Source: an optimization exercise on an open RTL-to-GDS flow (aim: small area). Production flows keep margins and buffers that such runs may drop. RTL that was checked went through simulation tests only; none was proved equivalent to the original. For run 1, only the layout was checked, not whether the RTL still works.

## flow/design.v (module list and top-level ports; edited modules follow where they fit)
// module dline: 13 lines
// module lzc24: 10 lines
// module tzc24: 10 lines
// module inc_rip: 14 lines
// module add_rip: 14 lines
// module mul: 49 lines
// module mul_fin: 21 lines
// module mult24: 1275 lines
// module add_align: 44 lines
// module add_round: 28 lines
// module mac: 49 lines
module mac(clk, a, b, c, op, z);
  // ...
==> flow/run.sh <==
#!/bin/bash
# synth_recipe.tcl (not shown) runs the flow's synth.tcl, then flattens the netlist and writes it again
# the make line also repeats each setting of config.mk as NAME=value (left out here)
make -C /OpenROAD-flow-scripts/flow DESIGN_CONFIG=/design/flow/config.mk WORK_HOME=/design/flow/orfs CLKGATE_MAP_FILE= SYNTH_SCRIPT=/design/flow/synth_recipe.tcl finish
==> flow/config.mk <==
export PLATFORM = sky130hd
export DESIGN_NAME = mac
export DESIGN_NICKNAME = mac
export VERILOG_FILES = /design/flow/design.v
export SDC_FILE = /design/flow/constraint.sdc
export NUM_CORES = 4
export LEC_CHECK = 0
export CAP_MARGIN = 20
export CORE_MARGIN = 2
export CORE_UTILIZATION = 40
export SLEW_MARGIN = 20
==> flow/constraint.sdc <==
create_clock -name core_clock -period 13.0 [get_ports {clk}]
set_input_delay 2.6000 -clock core_clock [delete_from_list [all_inputs] [get_ports {clk}]]
set_output_delay 2.6000 -clock core_clock [all_outputs]
set_load 0.01 [all_outputs]
==> run summary, run 1 <==
busiest layer in global routing=met2; post-synthesis mux area share=5.70%; clock latency (worst-skew pair)=0.63 ns; Synth cell types=107; status=complete, no violations; Largest Register=u_dl.r; reg2reg end=sum3[26]$_DFF_P_; CP Capture Point=sum3[26]$_DFF_P_; simple-gate share of the synthesized area=14.0%; design area=48500 um^2; final setup vio count=0; crit-path most repeated cell=ha_1; port bufs=129; top_reg_cell synth=dfxtp_1; WP buf/inv=7; Synth Net Count=5618; top-count cell post-synth=dfxtp_1; P&R area growth vs syn=11.9%; setup TNS=0 ns; met2 WL=59.2 mm; path type of the worst setup path=reg2reg; Post-synth EDFFs=0; ys async rst share=0%; Signal buffers=270; largest family of logic cells by synthesized area=adder cells; cells on worst reg2reg path=53; first-pass GRT wire length=210 mm; Worst Tran Pin Value=1.20 ns; Hold Path Class=reg2reg; io pins=130; CP max stage cell=or4b_2; starting density of the core=40.4%; top post-synthesis cells by count=dfxtp_1, nand2_1, inv_1; area leader, netlist=dfxtp_1; Worst EP arrival=12.63 ns; final cell utilization of the core=45.2%; htree depth=2
==> inputs of run 2 (changes only) <==
--- a/flow/design.v
+++ b/flow/design.v
@@ -1397,17 +1397,336 @@
   wire s1263 = c1090 ^ c1172 ^ s1173;
   wire c1264 = (c1090 & c1172) | (c1090 & s1173) | (c1172 & s1173);
   wire s1265 = 1'b1 ^ c1174 ^ s1175;
   wire c1266 = (1'b1 & c1174) | (1'b1 & s1175) | (c1174 & s1175);
   wire s1267 = ns647 ^ pl672 ^ c1176;
   wire c1268 = (ns647 & pl672) | (ns647 & c1176) | (pl672 & c1176);
   wire [47:0] r0 = {c1266, c1264, c1262, c1260, c1258, c1256, c1254, c1252, c1250, c1248, c1246, c1244, c1242, c1240, c1238, c1236, c1234, c1232, c1230, c1228, c1226, c1224, c1222, c1220, c1218, c1216, c1214, c1212, c1210, c1208, c1206, c1204, c1202, c1200, c1198, c1196, c1194, c1192, c1190, c1188, c1186, c1184, c1182, c1180, c1178, ng108, bp29, bp28};
   wire [47:0] r1 = {s1267, s1265, s1263, s1261, s1259, s1257, s1255, s1253, s1251, s1249, s1247, s1245, s1243, s1241, s1239, s1237, s1235, s1233, s1231, s1229, s1227, s1225, s1223, s1221, s1219, s1217, s1215, s1213, s1211, s1209, s1207, s1205, s1203, s1201, s1199, s1197, s1195, s1193, s1191, s1189, s1187, s1185, s1183, s1181, s1179, s1177, 1'b0, ng54};
-  assign p = r0 + r1;
+  wire g0_0 = r0[0] & r1[0];
+  wire p0_0 = r0[0] ^ r1[0];
+  wire g0_1 = r0[1] & r1[1];
+  wire p0_1 = r0[1] ^ r1[1];
+  wire g0_2 = r0[2] & r1[2];
+  wire p0_2 = r0[2] ^ r1[2];
+  wire g0_3 = r0[3] & r1[3];
+  wire p0_3 = r0[3] ^ r1[3];
+  wire g0_4 = r0[4] & r1[4];
+  wire p0_4 = r0[4] ^ r1[4];
+  wire g0_5 = r0[5] & r1[5];
+  wire p0_5 = r0[5] ^ r1[5];
+  wire g0_6 = r0[6] & r1[6];
+  wire p0_6 = r0[6] ^ r1[6];
+  wire g0_7 = r0[7] & r1[7];
+  wire p0_7 = r0[7] ^ r1[7];
+  wire g0_8 = r0[8] & r1[8];
+  wire p0_8 = r0[8] ^ r1[8];
+  wire g0_9 = r0[9] & r1[9];
+  wire p0_9 = r0[9] ^ r1[9];
+  wire g0_10 = r0[10] & r1[10];
+  wire p0_10 = r0[10] ^ r1[10];
+  wire g0_11 = r0[11] & r1[11];
+  wire p0_11 = r0[11] ^ r1[11];
+  wire g0_12 = r0[12] & r1[12];
+  wire p0_12 = r0[12] ^ r1[12];
+  wire g0_13 = r0[13] & r1[13];
+  wire p0_13 = r0[13] ^ r1[13];
+  wire g0_14 = r0[14] & r1[14];
+  wire p0_14 = r0[14] ^ r1[14];
+  wire g0_15 = r0[15] & r1[15];
+  wire p0_15 = r0[15] ^ r1[15];
+  wire g0_16 = r0[16] & r1[16];
+  wire p0_16 = r0[16] ^ r1[16];
+  wire g0_17 = r0[17] & r1[17];
+  wire p0_17 = r0[17] ^ r1[17];
+  wire g0_18 = r0[18] & r1[18];
+  wire p0_18 = r0[18] ^ r1[18];
+  wire g0_19 = r0[19] & r1[19];
+  wire p0_19 = r0[19] ^ r1[19];
+  wire g0_20 = r0[20] & r1[20];
+  wire p0_20 = r0[20] ^ r1[20];
+  wire g0_21 = r0[21] & r1[21];
+  wire p0_21 = r0[21] ^ r1[21];
+  wire g0_22 = r0[22] & r1[22];
+  wire p0_22 = r0[22] ^ r1[22];
+  wire g0_23 = r0[23] & r1[23];
+  wire p0_23 = r0[23] ^ r1[23];
+  wire g0_24 = r0[24] & r1[24];
+  wire p0_24 = r0[24] ^ r1[24];
+  wire g0_25 = r0[25] & r1[25];
+  wire p0_25 = r0[25] ^ r1[25];
+  wire g0_26 = r0[26] & r1[26];
+  wire p0_26 = r0[26] ^ r1[26];
+  wire g0_27 = r0[27] & r1[27];
+  wire p0_27 = r0[27] ^ r1[27];
+  wire g0_28 = r0[28] & r1[28];
+  wire p0_28 = r0[28] ^ r1[28];
+  wire g0_29 = r0[29] & r1[29];
+  wire p0_29 = r0[29] ^ r1[29];
+  wire g0_30 = r0[30] & r1[30];
+  wire p0_30 = r0[30] ^ r1[30];
+  wire g0_31 = r0[31] & r1[31];
+  wire p0_31 = r0[31] ^ r1[31];
+  wire g0_32 = r0[32] & r1[32];
+  wire p0_32 = r0[32] ^ r1[32];
+  wire g0_33 = r0[33] & r1[33];
+  wire p0_33 = r0[33] ^ r1[33];
+  wire g0_34 = r0[34] & r1[34];
+  wire p0_34 = r0[34] ^ r1[34];
+  wire g0_35 = r0[35] & r1[35];
+  wire p0_35 = r0[35] ^ r1[35];
+  wire g0_36 = r0[36] & r1[36];
+  wire p0_36 = r0[36] ^ r1[36];
+  wire g0_37 = r0[37] & r1[37];
+  wire p0_37 = r0[37] ^ r1[37];
+  wire g0_38 = r0[38] & r1[38];
+  wire p0_38 = r0[38] ^ r1[38];
+  wire g0_39 = r0[39] & r1[39];
+  wire p0_39 = r0[39] ^ r1[39];
+  wire g0_40 = r0[40] & r1[40];
+  wire p0_40 = r0[40] ^ r1[40];
+  wire g0_41 = r0[41] & r1[41];
+  wire p0_41 = r0[41] ^ r1[41];
+  wire g0_42 = r0[42] & r1[42];
+  wire p0_42 = r0[42] ^ r1[42];
+  wire g0_43 = r0[43] & r1[43];
+  wire p0_43 = r0[43] ^ r1[43];
+  wire g0_44 = r0[44] & r1[44];
+  wire p0_44 = r0[44] ^ r1[44];
+  wire g0_45 = r0[45] & r1[45];
+  wire p0_45 = r0[45] ^ r1[45];
+  wire g0_46 = r0[46] & r1[46];
+  wire p0_46 = r0[46] ^ r1[46];
+  wire g0_47 = r0[47] & r1[47];
+  wire p0_47 = r0[47] ^ r1[47];
+  wire gg1 = g0_1 | (p0_1 & g0_0);
+  wire pg1 = p0_1 & p0_0;
+  wire gg2 = g0_3 | (p0_3 & g0_2);
+  wire pg2 = p0_3 & p0_2;
+  wire gg3 = g0_5 | (p0_5 & g0_4);
+  wire pg3 = p0_5 & p0_4;
+  wire gg4 = g0_7 | (p0_7 & g0_6);
+  wire pg4 = p0_7 & p0_6;
+  wire gg5 = g0_9 | (p0_9 & g0_8);
+  wire pg5 = p0_9 & p0_8;
+  wire gg6 = g0_11 | (p0_11 & g0_10);
+  wire pg6 = p0_11 & p0_10;
+  wire gg7 = g0_13 | (p0_13 & g0_12);
+  wire pg7 = p0_13 & p0_12;
+  wire gg8 = g0_15 | (p0_15 & g0_14);
+  wire pg8 = p0_15 & p0_14;
+  wire gg9 = g0_17 | (p0_17 & g0_16);
+  wire pg9 = p0_17 & p0_16;
+  wire gg10 = g0_19 | (p0_19 & g0_18);
+  wire pg10 = p0_19 & p0_18;
+  wire gg11 = g0_21 | (p0_21 & g0_20);
+  wire pg11 = p0_21 & p0_20;
+  wire gg12 = g0_23 | (p0_23 & g0_22);
+  wire pg12 = p0_23 & p0_22;
+  wire gg13 = g0_25 | (p0_25 & g0_24);
+  wire pg13 = p0_25 & p0_24;
+  wire gg14 = g0_27 | (p0_27 & g0_26);
+  wire pg14 = p0_27 & p0_26;
+  wire gg15 = g0_29 | (p0_29 & g0_28);
+  wire pg15 = p0_29 & p0_28;
+  wire gg16 = g0_31 | (p0_31 & g0_30);
+  wire pg16 = p0_31 & p0_30;
+  wire gg17 = g0_33 | (p0_33 & g0_32);
+  wire pg17 = p0_33 & p0_32;
+  wire gg18 = g0_35 | (p0_35 & g0_34);
+  wire pg18 = p0_35 & p0_34;
+  wire gg19 = g0_37 | (p0_37 & g0_36);
+  wire pg19 = p0_37 & p0_36;
+  wire gg20 = g0_39 | (p0_39 & g0_38);
+  wire pg20 = p0_39 & p0_38;
+  wire gg21 = g0_41 | (p0_41 & g0_40);
+  wire pg21 = p0_41 & p0_40;
+  wire gg22 = g0_43 | (p0_43 & g0_42);
+  wire pg22 = p0_43 & p0_42;
+  wire gg23 = g0_45 | (p0_45 & g0_44);
+  wire pg23 = p0_45 & p0_44;
+  wire gg24 = g0_47 | (p0_47 & g0_46);
+  wire pg24 = p0_47 & p0_46;
+  wire gg25 = gg2 | (pg2 & gg1);
+  wire pg25 = pg2 & pg1;
+  wire gg26 = gg4 | (pg4 & gg3);
+  wire pg26 = pg4 & pg3;
+  wire gg27 = gg6 | (pg6 & gg5);
+  wire pg27 = pg6 & pg5;
+  wire gg28 = gg8 | (pg8 & gg7);
+  wire pg28 = pg8 & pg7;
+  wire gg29 = gg10 | (pg10 & gg9);
+  wire pg29 = pg10 & pg9;
+  wire gg30 = gg12 | (pg12 & gg11);
+  wire pg30 = pg12 & pg11;
+  wire gg31 = gg14 | (pg14 & gg13);
+  wire pg31 = pg14 & pg13;
+  wire gg32 = gg16 | (pg16 & gg15);
+  wire pg32 = pg16 & pg15;
+  wire gg33 = gg18 | (pg18 & gg17);
+  wire pg33 = pg18 & pg17;
+  wire gg34 = gg20 | (pg20 & gg19);
+  wire pg34 = pg20 & pg19;
+  wire gg35 = gg22 | (pg22 & gg21);
+  wire pg35 = pg22 & pg21;
+  wire gg36 = gg24 | (pg24 & gg23);
+  wire pg36 = pg24 & pg23;
+  wire gg37 = gg26 | (pg26 & gg25);
+  wire pg37 = pg26 & pg25;
+  wire gg38 = gg28 | (pg28 & gg27);
+  wire pg38 = pg28 & pg27;
+  wire gg39 = gg30 | (pg30 & gg29);
+  wire pg39 = pg30 & pg29;
+  wire gg40 = gg32 | (pg32 & gg31);
+  wire pg40 = pg32 & pg31;
+  wire gg41 = gg34 | (pg34 & gg33);
+  wire pg41 = pg34 & pg33;
+  wire gg42 = gg36 | (pg36 & gg35);
+  wire pg42 = pg36 & pg35;
+  wire gg43 = gg38 | (pg38 & gg37);
+  wire pg43 = pg38 & pg37;
+  wire gg44 = gg40 | (pg40 & gg39);
+  wire pg44 = pg40 & pg39;
+  wire gg45 = gg42 | (pg42 & gg41);
+  wire pg45 = pg42 & pg41;
+  wire gg46 = gg44 | (pg44 & gg43);
+  wire pg46 = pg44 & pg43;
+  wire gg47 = gg45 | (pg45 & gg46);
+  wire pg47 = pg45 & pg46;
+  wire gg48 = gg39 | (pg39 & gg43);
+  wire pg48 = pg39 & pg43;
+  wire gg49 = gg41 | (pg41 & gg46);
+  wire pg49 = pg41 & pg46;
+  wire gg50 = gg27 | (pg27 & gg37);
+  wire pg50 = pg27 & pg37;
+  wire gg51 = gg29 | (pg29 & gg43);
+  wire pg51 = pg29 & pg43;
+  wire gg52 = gg31 | (pg31 & gg48);
+  wire pg52 = pg31 & pg48;
+  wire gg53 = gg33 | (pg33 & gg46);
+  wire pg53 = pg33 & pg46;
+  wire gg54 = gg35 | (pg35 & gg49);
+  wire pg54 = pg35 & pg49;
+  wire gg55 = gg3 | (pg3 & gg25);
+  wire pg55 = pg3 & pg25;
+  wire gg56 = gg5 | (pg5 & gg37);
+  wire pg56 = pg5 & pg37;
+  wire gg57 = gg7 | (pg7 & gg50);
+  wire pg57 = pg7 & pg50;
+  wire gg58 = gg9 | (pg9 & gg43);
+  wire pg58 = pg9 & pg43;
+  wire gg59 = gg11 | (pg11 & gg51);
+  wire pg59 = pg11 & pg51;
+  wire gg60 = gg13 | (pg13 & gg48);
+  wire pg60 = pg13 & pg48;
+  wire gg61 = gg15 | (pg15 & gg52);
+  wire pg61 = pg15 & pg52;
+  wire gg62 = gg17 | (pg17 & gg46);
+  wire pg62 = pg17 & pg46;
+  wire gg63 = gg19 | (pg19 & gg53);
+  wire pg63 = pg19 & pg53;
+  wire gg64 = gg21 | (pg21 & gg49);
+  wire pg64 = pg21 & pg49;
+  wire gg65 = gg23 | (pg23 & gg54);
+  wire pg65 = pg23 & pg54;
+  wire gg66 = g0_2 | (p0_2 & gg1);
+  wire pg66 = p0_2 & pg1;
+  wire gg67 = g0_4 | (p0_4 & gg25);
+  wire pg67 = p0_4 & pg25;
+  wire gg68 = g0_6 | (p0_6 & gg55);
+  wire pg68 = p0_6 & pg55;
+  wire gg69 = g0_8 | (p0_8 & gg37);
+  wire pg69 = p0_8 & pg37;
+  wire gg70 = g0_10 | (p0_10 & gg56);
+  wire pg70 = p0_10 & pg56;
+  wire gg71 = g0_12 | (p0_12 & gg50);
+  wire pg71 = p0_12 & pg50;
+  wire gg72 = g0_14 | (p0_14 & gg57);
+  wire pg72 = p0_14 & pg57;
+  wire gg73 = g0_16 | (p0_16 & gg43);
+  wire pg73 = p0_16 & pg43;
+  wire gg74 = g0_18 | (p0_18 & gg58);
+  wire pg74 = p0_18 & pg58;
+  wire gg75 = g0_20 | (p0_20 & gg51);
+  wire pg75 = p0_20 & pg51;
+  wire gg76 = g0_22 | (p0_22 & gg59);
+  wire pg76 = p0_22 & pg59;
+  wire gg77 = g0_24 | (p0_24 & gg48);
+  wire pg77 = p0_24 & pg48;
+  wire gg78 = g0_26 | (p0_26 & gg60);
+  wire pg78 = p0_26 & pg60;
+  wire gg79 = g0_28 | (p0_28 & gg52);
+  wire pg79 = p0_28 & pg52;
+  wire gg80 = g0_30 | (p0_30 & gg61);
+  wire pg80 = p0_30 & pg61;
+  wire gg81 = g0_32 | (p0_32 & gg46);
+  wire pg81 = p0_32 & pg46;
+  wire gg82 = g0_34 | (p0_34 & gg62);
+  wire pg82 = p0_34 & pg62;
+  wire gg83 = g0_36 | (p0_36 & gg53);
+  wire pg83 = p0_36 & pg53;
+  wire gg84 = g0_38 | (p0_38 & gg63);
+  wire pg84 = p0_38 & pg63;
+  wire gg85 = g0_40 | (p0_40 & gg49);
+  wire pg85 = p0_40 & pg49;
+  wire gg86 = g0_42 | (p0_42 & gg64);
+  wire pg86 = p0_42 & pg64;
+  wire gg87 = g0_44 | (p0_44 & gg54);
+  wire pg87 = p0_44 & pg54;
+  wire gg88 = g0_46 | (p0_46 & gg65);
+  wire pg88 = p0_46 & pg65;
+  assign p[0] = p0_0;
+  assign p[1] = p0_1 ^ g0_0;
+  assign p[2] = p0_2 ^ gg1;
+  assign p[3] = p0_3 ^ gg66;
+  assign p[4] = p0_4 ^ gg25;
+  assign p[5] = p0_5 ^ gg67;
+  assign p[6] = p0_6 ^ gg55;
+  assign p[7] = p0_7 ^ gg68;
+  assign p[8] = p0_8 ^ gg37;
+  assign p[9] = p0_9 ^ gg69;
+  assign p[10] = p0_10 ^ gg56;
+  assign p[11] = p0_11 ^ gg70;
+  assign p[12] = p0_12 ^ gg50;
+  assign p[13] = p0_13 ^ gg71;
+  assign p[14] = p0_14 ^ gg57;
+  assign p[15] = p0_15 ^ gg72;
+  assign p[16] = p0_16 ^ gg43;
+  assign p[17] = p0_17 ^ gg73;
+  assign p[18] = p0_18 ^ gg58;
+  assign p[19] = p0_19 ^ gg74;
+  assign p[20] = p0_20 ^ gg51;
+  assign p[21] = p0_21 ^ gg75;
+  assign p[22] = p0_22 ^ gg59;
+  assign p[23] = p0_23 ^ gg76;
+  assign p[24] = p0_24 ^ gg48;
+  assign p[25] = p0_25 ^ gg77;
+  assign p[26] = p0_26 ^ gg60;
+  assign p[27] = p0_27 ^ gg78;
+  assign p[28] = p0_28 ^ gg52;
+  assign p[29] = p0_29 ^ gg79;
+  assign p[30] = p0_30 ^ gg61;
+  assign p[31] = p0_31 ^ gg80;
+  assign p[32] = p0_32 ^ gg46;
+  assign p[33] = p0_33 ^ gg81;
+  assign p[34] = p0_34 ^ gg62;
+  assign p[35] = p0_35 ^ gg82;
+  assign p[36] = p0_36 ^ gg53;
+  assign p[37] = p0_37 ^ gg83;
+  assign p[38] = p0_38 ^ gg63;
+  assign p[39] = p0_39 ^ gg84;
+  assign p[40] = p0_40 ^ gg49;
+  assign p[41] = p0_41 ^ gg85;
+  assign p[42] = p0_42 ^ gg64;
+  assign p[43] = p0_43 ^ gg86;
+  assign p[44] = p0_44 ^ gg54;
+  assign p[45] = p0_45 ^ gg87;
+  assign p[46] = p0_46 ^ gg65;
+  assign p[47] = p0_47 ^ gg88;
 endmodule
 module add_align(x, y, sgn, nan, inf, eb, sum);
   input  [31:0] x, y;
   output        sgn, nan, inf;
   output [7:0]  eb;
   output [27:0] sum;
   wire       sx   = x[31];
   wire       sy   = y[31];
==> run summary, run 2 <==
Root Buffer=clkbuf_16; nets@finish=5329; Post-synth EDFFs=0 (unchanged); top-count cell post-synth=dfxtp_1; Hold Path Class=reg2reg; relative slew slack=29.4%; GR Util All Layers=23.2%; clock latency (worst-skew pair)=0.65 ns (+0.02 ns); min Tclk post-route=12.33 ns; most common cell after layout, fill and taps aside=dfxtp_1; Largest stage delay, worst path=0.54 ns; synthesized instance count=4627; final worst slack=0.669 ns; Worst EP arrival=12.83 ns (+0.20 ns); drt initial violations=3212; number of buffers created by CTS=54; status=complete, no violations; Req. time, crit path=13.50 ns; initial antenna violation count=3; top_reg_cell synth=dfxtp_1; DRC violations left=0; top post-synthesis cells by count=dfxtp_1, inv_1, nand2_1; P&R area growth vs syn=12.9%; GRT Residual Overflow=0; Seq/Total Area, Yosys=28.6%; Die ar.=106000 um^2; share of layout cells above drive strength 1=7.90%; Fmax achieved=81.1 MHz; max reg flops=416; Largest Register=u_dl.r; Worst Tran Pin Value=1.06 ns (-0.145 ns); highest-count cells in the layout ignoring fill and taps=dfxtp_1, inv_1, nand2_1; WL per Instance=20.5 um; io pins=130 (unchanged); port bufs=129 (unchanged); largest fanout on the critical path=17; Final Max Slew Viols=0; pre-CTS WS=0.373 ns; largest net degree at the start of global routing=67; CP max stage cell=or4_1; htree depth=2 (unchanged); Post-Syn Area per Cell=8.98 um^2; Synth cell types=115 (+7.5%); Filler Cell Count=10058; clk slew on worst S/H paths=0.06 ns; dpl hpwl=98.9 mm; Crit path max-delay family=compound AO/OA/AOI/OAI gates; ranking of synthesized cells by area=dfxtp_1, fa_1, ha_1; core area=103000 um^2; period utilization=94.9%; area leader, netlist=dfxtp_1; final non-filler cell total=6125; share of the synthesized area in the top cell type=28.6%; Hold Vio Cnt, Final=0; final cell utilization of the core=45.4% (+0.25 points); clock skew=0.0922 ns; total wire length=125 mm; ys async rst share=0% (unchanged); first-pass GRT wire length=194 mm (-7.7%); drt pass-1 iters=6; Chip Width=326 um; Synth Net Count=5255 (-6.5%); Routability Congestion=0.976; CTS tree=built; Sink Count=593; hold_buf cts=0; vias in the first global route=33104; vias post-DR=33984; crit-path most repeated cell=a21oi_1; Inst Count DP=6017; final setup vio count=0 (unchanged); post-DR vias/cell=5.55; path type of the worst setup path=reg2reg; Die Y-Extent=326 um; Synth Cell Area=41500 um^2; antenna-violating nets left=0; starting density of the core=40.3% (-0.15 points); Startpoint Class=flop; Max Cap Viol=0; Warnings, synthesis=6; Rows=118; CP endpoint kind=flop; R2R setup slack=0.67 ns; Longest Clk Path Bufs=3; WP buf/inv=4 (-3); Synth Register Bits=593
## run 2: worst paths after layout
kind                               from               endpoint  depth (start not counted)
setup reg to reg           po02$_DFF_P_       sum3[22]$_DFF_P_                         52
setup / recovery           po02$_DFF_P_       sum3[22]$_DFF_P_                         52
hold / removal    u_dl.r[4][21]$_DFF_P_  u_dl.r[5][21]$_DFF_P_                          0
hold reg to reg   u_dl.r[4][21]$_DFF_P_  u_dl.r[5][21]$_DFF_P_                          0
## run 2: cell type report
class | count | area (um^2) | area share (%)
multi-input combinational | 3358 | 27300 | 58.2
sequential | 593 | 11900 | 25.3
timing repair buffer | 296 | 2620 | 5.58
tap | 1380 | 1730 | 3.68
inverter | 398 | 1500 | 3.19
clock buffer | 69 | 1480 | 3.15
clock inverter | 30 | 420 | 0.896
antenna | 1 | 2.50 | 0.00534
## run 2: logic make-up after synthesis
group / count (synthesis) / synth area share (%)
AOI/OAI and AO/OA: 1058 / 16.4
xor gates and xnor gates: 379 / 8.01
adders and majority gates: 532 / 21.4
buffers and inverters: 676 / 6.16
DFF: 593 / 28.6
muxes: 277 / 6.89
and+or+nand+nor: 1112 / 12.6
## run 2: layer usage
layer / share of wire, % / wire (um) / GRT usage, %
met3: 7.9 / 9870 / 3.63
met1: 45 / 56000 / 32.5
met2: 44 / 55100 / 36.3
met5: 0.010 / 13 / 0
met4: 3.6 / 4470 / 7.83
## run 2: through the flow
stage / setup TNS (ns) / hold WS, ns / instance area, um^2
5_1_grt: -0.224 / 0.292 / 46900
4_1_cts: 0 / 0.283 / 46800
6_report: 0 / 0.290 / 46900
2_1_floorplan: 0 / 0.310 / 41600
3_5_place_dp: 0 / 0.312 / 44900
3_3_place_gp: 0 / 0.310 / 44900
## run 2: repair_timing
item                                    CTS  global route
resized for setup                         0            11
buffers inserted                          0             8
endpoints found under the setup margin    0            18
## run 2: worst reg2reg max path: cells and delay by family, from the launching register on
| kind | cells | cell delay [ns] |
|---|---|---|
| buffers and inverters | 4 | 0.72 |
| adder cells (fa/ha/maj) | 6 | 1.50 |
| multiplexers | 2 | 0.28 |
| XOR/XNOR | 2 | 0.28 |
| flip-flops | 1 | 0.31 |
| AND/OR/NAND/NOR | 16 | 4.10 |
| AO/OA/AOI/OAI | 22 | 4.99 |

==> static timing again, ports no longer ideal <==
The flow's constraints put no driver on any port. The routed layouts listed below were extracted and timed again, unchanged, in two steps. Step 1 assumes that a clkbuf_16 drives the clock port and a buf_2 every other input. Step 2 moves the port delays by t, midway between the first and last clock arrival at a register: inputs arrive t later, outputs are due t later. That takes back most of the time a late clock gives input paths. Three values: ideal, step 1, step 2; two values: the first two.
run	t, ns	slack for setup (ns)	slew at the worst register clock pin (ns)	cell pins on the clock port's net
run 1	0.669	0.885 / 0.885 / 0.885	0.07 / 0.07	1
run 2	0.672	0.669 / 0.669 / 0.282	0.08 / 0.08	1
After both steps every run listed still meets setup and hold. For run 2, which loses most, drivers alone change the setup slack by 0.000 ns; drivers and shift together by -0.387 ns.
